Background: an optimization exercise with open tools, aiming at small area. Do not read the settings as production practice.
At most, simulation tests tie the RTL to the original design; equivalence was not proved.

==> run a <==
Design fp_adder_tree, start of the top module:
module fp_adder_tree #(
    parameter int unsigned N = 8
) (
    input clk,
    input rst_n,
    input            in_valid,
    input [32*N-1:0] fp_in,
    output           out_valid,
    output [31:0]    out
);
==> module fp32_converter, before the edit <==
module fp32_converter (
    input  [50:0] t,
    input  [7:0]  xn,
    input         allneg,
    output [31:0] fp32
);
logic        sign;
logic [49:0] nz;      
logic [49:0] a;       
logic [5:0]  lz;
logic        zero;
logic        big;
logic [7:0]  exp_out;
logic [22:0] frac;
assign sign = ~t[50];
logic [49:0] po;
always_comb begin
    po = {t[48:0], allneg};
    for (int st = 1; st < 50; st = st * 2)
        for (int i = 2*st - 1; i < 50; i += 2*st) po[i] = po[i] | po[i-st];
    for (int st = 16; st >= 1; st = st / 2)
        for (int i = 3*st - 1; i < 50; i += 2*st) po[i] = po[i] | po[i-st];
    nz = po;
end
assign a = t[49:0] ^ ({50{sign}} & nz);
leading_zero_cnt lzc_inst (.x(a), .lz(lz), .zero(zero));
assign big = lz[5] | (lz[4] & lz[3] & (lz[2] | (lz[1] & lz[0])));
norm_shift norm_inst (.a(a[48:0]), .lz(lz[4:0]), .big(big), .f(frac));
assign exp_out = zero ? ~xn - 8'd46 : ~xn + 8'd3 - {2'b00, lz};
assign fp32 = {allneg ? ~zero : sign, exp_out, frac};
endmodule
==> module fp_adder_tree, before the edit <==
module fp_adder_tree #(
    parameter int unsigned N = 8
) (
    input clk,
    input rst_n,
    input            in_valid,
    input [32*N-1:0] fp_in,
    output           out_valid,
    output [31:0]    out
);
logic [N-1:0][7:0]  e;
logic [N-1:0][5:0]  rl;
logic [N-1:0]       keep;
logic [7:0]         xn;
always_comb
    for (int i = 0; i < N; i++) e[i] = fp_in[32*i+23 +: 8];
logic [N-1:0]       hid;
exp_max exp_max_inst (.e(e), .xn(xn), .rl(rl), .keep(keep), .hid(hid));
logic [N-1:0][23:0] m_r;
logic [N-1:0]       s_r;
logic [N-1:0][5:0]  rl_r;
logic [N-1:0]       keep_r;
logic [7:0]         xn_r;
logic               valid_r;
always_ff @(posedge clk) begin
    for (int i = 0; i < N; i++) begin
        m_r[i]  <= {hid[i], fp_in[32*i +: 23]};
        s_r[i]  <= fp_in[32*i+31];
    end
    rl_r <= rl;
    keep_r <= keep;
    xn_r <= xn;
end
logic               allneg;
logic [N-1:0]       sp;
logic [N-1:0][47:0] u;
logic [2:0]         pc;
logic [50:0]        sum_x, sum_y, t;
assign allneg = &s_r;
assign sp     = {s_r[N-1] & ~allneg, s_r[N-2:0]};
for (genvar i = 0; i < N; i++) begin : g_align
    align align_inst (.s(s_r[i]), .m(m_r[i]), .rl(rl_r[i]), .keep(keep_r[i]), .u(u[i]));
end
popcount7 pc_inst (.s(sp), .pc(pc));
csa_tree  csa_inst (.u(u), .pc(pc), .x(sum_x), .y(sum_y));
cpa51     cpa_inst (.a(sum_x[49:0]), .b(sum_y[49:0]), .ci(pc[0]), .s(t));
logic [50:0] t_r;
logic [7:0]  xn_r2;
logic        allneg_r2;
logic        valid_r2;
always_ff @(posedge clk) begin
    t_r       <= t;
    xn_r2     <= xn_r;
    allneg_r2 <= allneg;
end
always_ff @(posedge clk) begin
    if (!rst_n) begin
        valid_r  <= 1'b0;
        valid_r2 <= 1'b0;
    end else begin
        valid_r  <= in_valid;
        valid_r2 <= valid_r;
    end
end
fp32_converter conv_inst (
    .t      (t_r),
    .xn     (xn_r2),
    .allneg (allneg_r2),
    .fp32   (out)
);
assign out_valid = valid_r2;
endmodule
export LEC_CHECK = 0
export CAP_MARGIN = 20
export CORE_MARGIN = 2
export CORE_UTILIZATION = 40
export CTS_CLUSTER_DIAMETER = 100
export CTS_CLUSTER_SIZE = 30
export PLACE_DENSITY = 0.72
export SLEW_MARGIN = 20
export SYNTH_HIERARCHICAL = 1
create_clock -name core_clock -period 8.5 [get_ports {clk}]
standard.sh (not shown) runs the stock make flow with config.mk's settings and CLKGATE_MAP_FILE= SYNTH_SCRIPT=/design/flow/synth_recipe.tcl, a recipe that flattens the netlist after the stock synthesis.
==> flow/flow/run.sh <==
#!/bin/bash
# Standard layout, with one change: the port buffers that the standard flow
# puts on every input and output are buf_1 cells instead of the default.
set -euo pipefail
export BUFFER_PORTS_ARGS="-buffer_cell sky130_fd_sc_hd__buf_1"
bash standard.sh > standard.log 2>&1
==> run b: changes against run a <==
--- a/flow/design.v
+++ b/flow/design.v
@@ -84,12 +84,12 @@
 logic [22:0] frac;
 assign sign = ~t[50];
-logic [49:0] po;
+logic [48:0] po;
 always_comb begin
-    po = {t[48:0], allneg};
-    for (int st = 1; st < 50; st = st * 2)
-        for (int i = 2*st - 1; i < 50; i += 2*st) po[i] = po[i] | po[i-st];
+    po = t[48:0];
+    for (int st = 1; st < 49; st = st * 2)
+        for (int i = 2*st - 1; i < 49; i += 2*st) po[i] = po[i] | po[i-st];
     for (int st = 16; st >= 1; st = st / 2)
-        for (int i = 3*st - 1; i < 50; i += 2*st) po[i] = po[i] | po[i-st];
-    nz = po;
+        for (int i = 3*st - 1; i < 49; i += 2*st) po[i] = po[i] | po[i-st];
+    nz = {po, 1'b0};
 end
 assign a = t[49:0] ^ ({50{sign}} & nz);
@@ -1019,7 +1019,7 @@
 logic [50:0]        sum_x, sum_y, t;
 assign allneg = &s_r;
-assign sp     = {s_r[N-1] & ~allneg, s_r[N-2:0]};
+assign sp     = s_r & ~{N{allneg}};
 for (genvar i = 0; i < N; i++) begin : g_align
-    align align_inst (.s(s_r[i]), .m(m_r[i]), .rl(rl_r[i]), .keep(keep_r[i]), .u(u[i]));
+    align align_inst (.s(sp[i]), .m(m_r[i]), .rl(rl_r[i]), .keep(keep_r[i]), .u(u[i]));
 end
 popcount7 pc_inst (.s(sp), .pc(pc));
- PLACE_DENSITY: 0.72 -> default
==> run c: changes against run a <==
- PLACE_DENSITY: 0.72 -> default
==> impl_metrics.tcl <==
set metrics [dict create \
    period_needed_ns 8.00 \
    multi_input_area_um2 26900 \
    die_x_um 297 \
    wl_met1_um 54300 \
    wl_per_cell_um 22.6 \
    max_stage_delay_ns 0.52 \
    clk_share_pct 1.44 \
    num_antenna_cells 1 \
    multi_input_gates 3444 \
    outcome "finished clean" \
    cp-startpoint "fp_in[123]" \
    final_util_pct 45.8 \
    crit_top_cell "fa_1" \
]
the above is filed under run c

==> impl_metrics.tcl <==
set metrics [dict create \
    outcome "finished clean" \
    final_util_pct 46.1 \
    period_needed_ns 8.02 \
    wl_met1_um 55500 \
    num_antenna_cells 0 \
    max_stage_delay_ns 0.80 \
    multi_input_gates 3445 \
    cp-startpoint "t_r[22]" \
    clk_share_pct 1.83 \
    wl_per_cell_um 23.0 \
]
the above is filed under run b

==> impl_metrics.tcl <==
set metrics [dict create \
    multi_input_gates 3444 \
    final_util_pct 45.7 \
    max_stage_delay_ns 0.52 \
    period_needed_ns 7.99 \
    wl_per_cell_um 22.4 \
    num_antenna_cells 0 \
    wl_met1_um 51700 \
    clk_share_pct 1.30 \
    die_x_um 297 \
    outcome "finished clean" \
    crit_top_cell "fa_1" \
]
the above is filed under run a



==> run B: inputs <==
Another version of the RTL of fp_adder_tree (not shown whole).
==> module exp_max, before the edit <==
module exp_max (
    input  [7:0][7:0]  e,
    output [7:0]       xmax,
    output [7:0][5:0]  dsat
);
logic [7:0][7:0] ex;
logic [8:0]      q [0:14];
always_comb begin
    for (int i = 0; i < 8; i++) begin
        ex[i] = {e[i][7:1], e[i][0] | ~|e[i][7:1]};
        q[i]  = {~&e[i], ex[i]};
    end
end
for (genvar i = 0; i < 7; i++) begin : g_tree
    max9 m (.a(q[2*i]), .b(q[2*i+1]), .y(q[8+i]));
end
assign xmax = q[14][7:0];
for (genvar i = 0; i < 8; i++) begin : g_dist
    shift_dist dd (.x(xmax), .y(ex[i]), .dsat(dsat[i]));
end
endmodule
Settings: LEC_CHECK=0, CAP_MARGIN=20, CORE_MARGIN=2, CORE_UTILIZATION=60, SLEW_MARGIN=20, SYNTH_HIERARCHICAL=1; clock period 8.5 ns.
run.sh (not shown) runs the stock make flow with config.mk's settings and CLKGATE_MAP_FILE= SYNTH_SCRIPT=/design/flow/synth_recipe.tcl, a recipe that flattens the netlist after the stock synthesis.
Stock flow here: none of the scripts above is used.
==> run X: changes against run B <==
--- a/flow/design.v
+++ b/flow/design.v
@@ -327,3 +327,3 @@
         ex[i] = {e[i][7:1], e[i][0] | ~|e[i][7:1]};
-        q[i]  = {~&e[i], ex[i]};
+        q[i]  = {~&e[i], e[i]};
     end
@@ -333,3 +333,3 @@
 end
-assign xmax = q[14][7:0];
+assign xmax = {q[14][7:1], q[14][0] | ~|q[14][7:1]};
 for (genvar i = 0; i < 8; i++) begin : g_dist
CORE_UTILIZATION = 40   (was 60)
==> run notes <==
CP endpoint d_r[1]$_DFF_P_; status finished with violations; Fail Reasons setup timing; DP HPWL 117 mm; final worst setup slack -113 ps; Placed Cells incl. Taps 5820; Final setup viols 42
# the run above: run X

==> run notes <==
status finished with violations; Fail Reasons setup timing; GR Layer Usage met3 9.07%; critical path depth 37; CTS Buffer Depth 3; final worst setup slack -145 ps; CP endpoint d_r[13]$_DFF_P_; Final setup viols 12; Overflow after GRT 0; DP HPWL 113 mm; Placed Cells incl. Taps 5408
# the run above: run B

Function was not checked in any run of this note: the RTL went through the layout flow alone.


==> v20: inputs <==
Another version of the RTL of fp_adder_tree (not shown whole).
clock: 8.5 ns
lec_check: 0
cap_margin: 20
core_margin: 2
core_utilization: 40
slew_margin: 20
synth_hierarchical: 1
==> inputs of v23, as changes to v20 <==
==> flow/flow/run.sh (new file) <==
#!/bin/bash
# Standard layout, with two changes: the port buffers are buf_1 cells, and
# after global routing the cells on paths with slack are downsized
# (ORFS's power recovery step), which also takes back area.
set -euo pipefail
export BUFFER_PORTS_ARGS="-buffer_cell sky130_fd_sc_hd__buf_1"
export RECOVER_POWER=100
bash standard.sh > standard.log 2>&1
==> flow/standard.sh (new file) <==
#!/bin/bash
# synth_recipe.tcl (not shown) runs the flow's synth.tcl, then flattens the netlist and writes it again
# the make line also repeats each setting of config.mk as NAME=value (left out here)
make -C /OpenROAD-flow-scripts/flow DESIGN_CONFIG=/design/flow/config.mk WORK_HOME=/design/flow/orfs CLKGATE_MAP_FILE= SYNTH_SCRIPT=/design/flow/synth_recipe.tcl "${@:-finish}"
removed: flow/run.sh
==> inputs of v26, as changes to v20 <==
--- a/flow/design.v
+++ b/flow/design.v
@@ -27,30 +27,32 @@
 assign co = (a & b) | (a & ci) | (b & ci);
 endmodule
 module c_ha (input a, input b, output s, output co);
 assign s  = a ^ b;
 assign co = a & b;
 endmodule
 module leading_zero_cnt (
-    input  [63:0]      x,
+    input  [49:0]      x,
     output logic [5:0] lz,
     output logic       zero
 );
+logic [63:0]      xp;
 logic [15:0]      z4;
 logic [15:0][1:0] c4;
 logic [7:0]       z8;
 logic [7:0][2:0]  c8;
 logic [3:0]       z16;
 logic [3:0][3:0]  c16;
 logic [1:0]       z32;
 logic [1:0][4:0]  c32;
 always_comb begin
+    xp = {x, 14'b0};
     for (int i = 0; i < 16; i++) begin
         logic [3:0] n;
-        n = x[4*i +: 4];
+        n = xp[4*i +: 4];
         z4[i] = ~|n;
         c4[i] = n[3] ? 2'd0 : n[2] ? 2'd1 : n[1] ? 2'd2 : 2'd3;
     end
     for (int i = 0; i < 8; i++) begin
         z8[i] = z4[2*i+1] & z4[2*i];
         c8[i] = z4[2*i+1] ? {1'b1, c4[2*i]} : {1'b0, c4[2*i+1]};
     end
@@ -64,15 +66,15 @@
     end
     zero = z32[1] & z32[0];
     lz   = z32[1] ? {1'b1, c32[0]} : {1'b0, c32[1]};
 end
 endmodule
 module fp32_converter (
     input  [50:0] t,
-    input  [7:0]  xmax,
+    input  [7:0]  xn,
     output [31:0] fp32
 );
 logic        sign;
 logic [49:0] nz;      
 logic [49:0] a;       
 logic [5:0]  lz;
 logic        zero;
@@ -86,18 +88,18 @@
     for (int st = 1; st < 49; st = st * 2)
         for (int i = 2*st - 1; i < 49; i += 2*st) po[i] = po[i] | po[i-st];
     for (int st = 16; st >= 1; st = st / 2)
         for (int i = 3*st - 1; i < 49; i += 2*st) po[i] = po[i] | po[i-st];
     nz = {po, 1'b0};
 end
 assign a = t[49:0] ^ ({50{sign}} & nz);
-leading_zero_cnt lzc_inst (.x({a, 14'b0}), .lz(lz), .zero(zero));
+leading_zero_cnt lzc_inst (.x(a), .lz(lz), .zero(zero));
 assign big = lz[5] | (lz[4] & lz[3] & (lz[2] | (lz[1] & lz[0])));
 norm_shift norm_inst (.a(a[48:0]), .lz(lz[4:0]), .big(big), .f(frac));
-assign exp_out = zero ? xmax - 8'd46 : xmax + 8'd3 - {2'b00, lz};
+assign exp_out = zero ? ~xn - 8'd46 : ~xn + 8'd3 - {2'b00, lz};
 assign fp32 = {sign, exp_out, frac};
 endmodule
 module norm_shift (
     input  [48:0] a,
     input  [4:0]  lz,
     input         big,
     output [22:0] f
@@ -328,27 +330,29 @@
 c_fa f7 (.a(nx[1]), .b(y[1]), .ci(c6), .s(r[1]), .co(c7));
 assign keep = r[1] & r[0] & (r54[1] | r54[0]);
 endmodule
 module exp_max (
     input  [7:0][7:0]  e,
     output [7:0]       xn,
     output [7:0][5:0]  rl,
-    output [7:0]       cl
+    output [7:0]       cl,
+    output logic [7:0] hid      
 );
 logic [7:0][7:0] ex;
 logic [7:0][8:0] q;
 wire  [3:0][8:0] w1n;      
 wire  [1:0][8:0] w2;       
 wire  [8:0]      kn;       
 wire  [3:0]      ge1;
 wire  [1:0]      ge2;
 wire             ge3;
 always_comb begin
     for (int i = 0; i < 8; i++) begin
-        ex[i] = {e[i][7:1], e[i][0] | ~|e[i][7:1]};
+        ex[i]  = {e[i][7:1], e[i][0] | ~|e[i][7:1]};
+        hid[i] = e[i][0] | |e[i][7:1];
         q[i]  = {~&e[i], ex[i]};
     end
 end
 for (genvar i = 0; i < 4; i++) begin : g_r1
     ge9   c (.a(q[2*i]), .b(q[2*i+1]), .ge(ge1[i]));
     max9n m (.a(q[2*i]), .b(q[2*i+1]), .ge(ge1[i]), .y(w1n[i]));
 end
@@ -721,22 +725,22 @@
 c_fa f2 (.a(a0), .b(b0), .ci(c0), .s(pc[0]), .co(k));
 c_fa f3 (.a(a1), .b(b1), .ci(c1), .s(q1), .co(q2));
 c_ha h1 (.a(q1), .b(k), .s(pc[1]), .co(r2));
 c_ha h2 (.a(q2), .b(r2), .s(pc[2]), .co(pc[3]));
 endmodule
 module cpa51 (
     input  [50:0]       a,
-    input  [50:0]       b,
+    input  [49:0]       b,
     output logic [50:0] s
 );
 localparam int W = 51;
 logic [W-1:0] g, p, gg, pp;
 always_comb begin
-    g  = a & b;
-    p  = a ^ b;
+    g  = a & {1'b0, b};
+    p  = a ^ {1'b0, b};
     gg = g;
     pp = p;
     for (int st = 1; st < W; st = st * 2)
         for (int i = 2*st - 1; i < W; i += 2*st) begin
             gg[i] = gg[i] | (pp[i] & gg[i-st]);
             pp[i] = pp[i] & pp[i-st];
         end
@@ -1042,25 +1046,26 @@
 );
 logic [N-1:0][7:0]  e;
 logic [N-1:0][5:0]  rl;
 logic [N-1:0]       cl;
 logic [7:0]         xn;
 always_comb
     for (int i = 0; i < N; i++) e[i] = fp_in[32*i+23 +: 8];
-exp_max exp_max_inst (.e(e), .xn(xn), .rl(rl), .cl(cl));
+logic [N-1:0]       hid;
+exp_max exp_max_inst (.e(e), .xn(xn), .rl(rl), .cl(cl), .hid(hid));
 logic [N-1:0][23:0] m_r;
 logic [N-1:0]       s_r;
 logic [N-1:0][5:0]  rl_r;
 logic [N-1:0]       cl_r;
 logic [N-1:0][1:0]  eh_r;
 logic [7:0]         xn_r;
 logic               valid_r;
 always_ff @(posedge clk) begin
     for (int i = 0; i < N; i++) begin
-        m_r[i]  <= {e[i] != 8'd0, fp_in[32*i +: 23]};
+        m_r[i]  <= {hid[i], fp_in[32*i +: 23]};
         s_r[i]  <= fp_in[32*i+31];
         eh_r[i] <= e[i][7:6];
     end
     rl_r <= rl;
     cl_r <= cl;
     xn_r <= xn;
 end
@@ -1070,31 +1075,31 @@
 logic [50:0]        sum_x, sum_y, t;
 for (genvar i = 0; i < N; i++) begin : g_align
     dist_sat dist_inst (.nx(xn_r[7:6]), .y(eh_r[i]), .ci(cl_r[i]), .r54(rl_r[i][5:4]), .keep(keep[i]));
     align align_inst (.s(s_r[i]), .m(m_r[i]), .rl(rl_r[i]), .keep(keep[i]), .u(u[i]));
 end
 popcount8 pc_inst (.s(s_r), .pc(pc));
 csa_tree  csa_inst (.u(u), .pc(pc), .x(sum_x), .y(sum_y));
-cpa51     cpa_inst (.a(sum_x), .b(sum_y), .s(t));
+cpa51     cpa_inst (.a(sum_x), .b(sum_y[49:0]), .s(t));
 logic [50:0] t_r;
-logic [7:0]  xmax_r2;
+logic [7:0]  xn_r2;
 logic        valid_r2;
 always_ff @(posedge clk) begin
     t_r     <= t;
-    xmax_r2 <= ~xn_r;
+    xn_r2   <= xn_r;
 end
 always_ff @(posedge clk) begin
     if (!rst_n) begin
         valid_r  <= 1'b0;
         valid_r2 <= 1'b0;
     end else begin
         valid_r  <= in_valid;
         valid_r2 <= valid_r;
     end
 end
 fp32_converter conv_inst (
     .t    (t_r),
-    .xmax (xmax_r2),
+    .xn   (xn_r2),
     .fp32 (out)
 );
 assign out_valid = valid_r2;
 endmodule
==> flow/flow/run.sh (new file) <==
#!/bin/bash
# Standard layout, with one change: the port buffers that the standard flow
# puts on every input and output are buf_1 cells instead of the default.
set -euo pipefail
export BUFFER_PORTS_ARGS="-buffer_cell sky130_fd_sc_hd__buf_1"
bash standard.sh > standard.log 2>&1
==> flow/standard.sh (new file) <==
#!/bin/bash
# synth_recipe.tcl (not shown) runs the flow's synth.tcl, then flattens the netlist and writes it again
# the make line also repeats each setting of config.mk as NAME=value (left out here)
make -C /OpenROAD-flow-scripts/flow DESIGN_CONFIG=/design/flow/config.mk WORK_HOME=/design/flow/orfs CLKGATE_MAP_FILE= SYNTH_SCRIPT=/design/flow/synth_recipe.tcl "${@:-finish}"
removed: flow/run.sh
==> qor summary <==
quantity	v20	v26	v23
Effective utilization at floorplan	40.51%	40.42%	40.51%
Layout-stage area growth over the synthesis result	20.77%	15.06%	14.25%
Crit. Startpoint	t_r[14]$_DFF_P_	t_r[6]$_DFF_P_	t_r[14]$_DFF_P_
Status	no timing/DRC/antenna violations	no timing/DRC/antenna violations	finished with violations
Reasons for failing layout checks	-	-	max-capacitance violations, max-slew violations
Non-CTS inverters	199	198	199
Via-to-Cell Ratio	5.965	5.946	5.902
Fraction of area in multi-input gates	65.54%	68.19%	68.94%
Register-to-Register Setup Slack	0.62 ns	0.50 ns	0.52 ns
Final design instance area without fill	0.04264 sq mm	0.04034 sq mm	0.04034 sq mm
Core utilization of the finished layout	48.92%	46.50%	46.28%
Fraction of met2 tracks used by global routing	44.97%	48.12%	45.89%
Final weighted congestion in routability-driven placement	1.078	1.042	1.034
Synth Area per Inst	8.699 sq um	8.728 sq um	8.699 sq um
Synthesized area	0.03531 sq mm	0.03506 sq mm	0.03531 sq mm
Area fraction of clock buffers and clock inverters	3.034%	3.452%	3.111%
Post-placement cell count	5710	5620	5684
Non-clock buffer share	10.25%	5.976%	5.555%

## separate check: timing with driven ports
No port has a modelled driver above. Below, the same layouts with a new extraction and two added sets of constraints. Step 1, drivers: a clkbuf_16 drives clk and a buf_2 each remaining input, both assumed. Step 2 moves the port delays by t, midway between the first and last clock arrival at a register: inputs arrive t later, outputs are due t later. That takes back most of the time a late clock gives input paths. Three values: ideal, step 1, step 2; two values: the first two.
run	t, ns	setup WS [ns]	worst setup path at the end
run a of note 1	0.629	0.507 / 0.514 / -0.082	input to register
run b of note 1	0.632	0.476 / 0.411 / -0.042	input to register
run c of note 1	0.646	0.505 / 0.507 / -0.094	input to register
run B of note 2	0.637	-0.145 / -0.100 / -0.737	input to register
run X of note 2	0.632	-0.113 / -0.080 / -0.712	input to register
v20	0.640	0.268 / 0.203 / -0.143	input to register
v23	0.639	0.378 / 0.316 / -0.059	input to register
v26	0.661	0.311 / 0.242 / -0.022	input to register
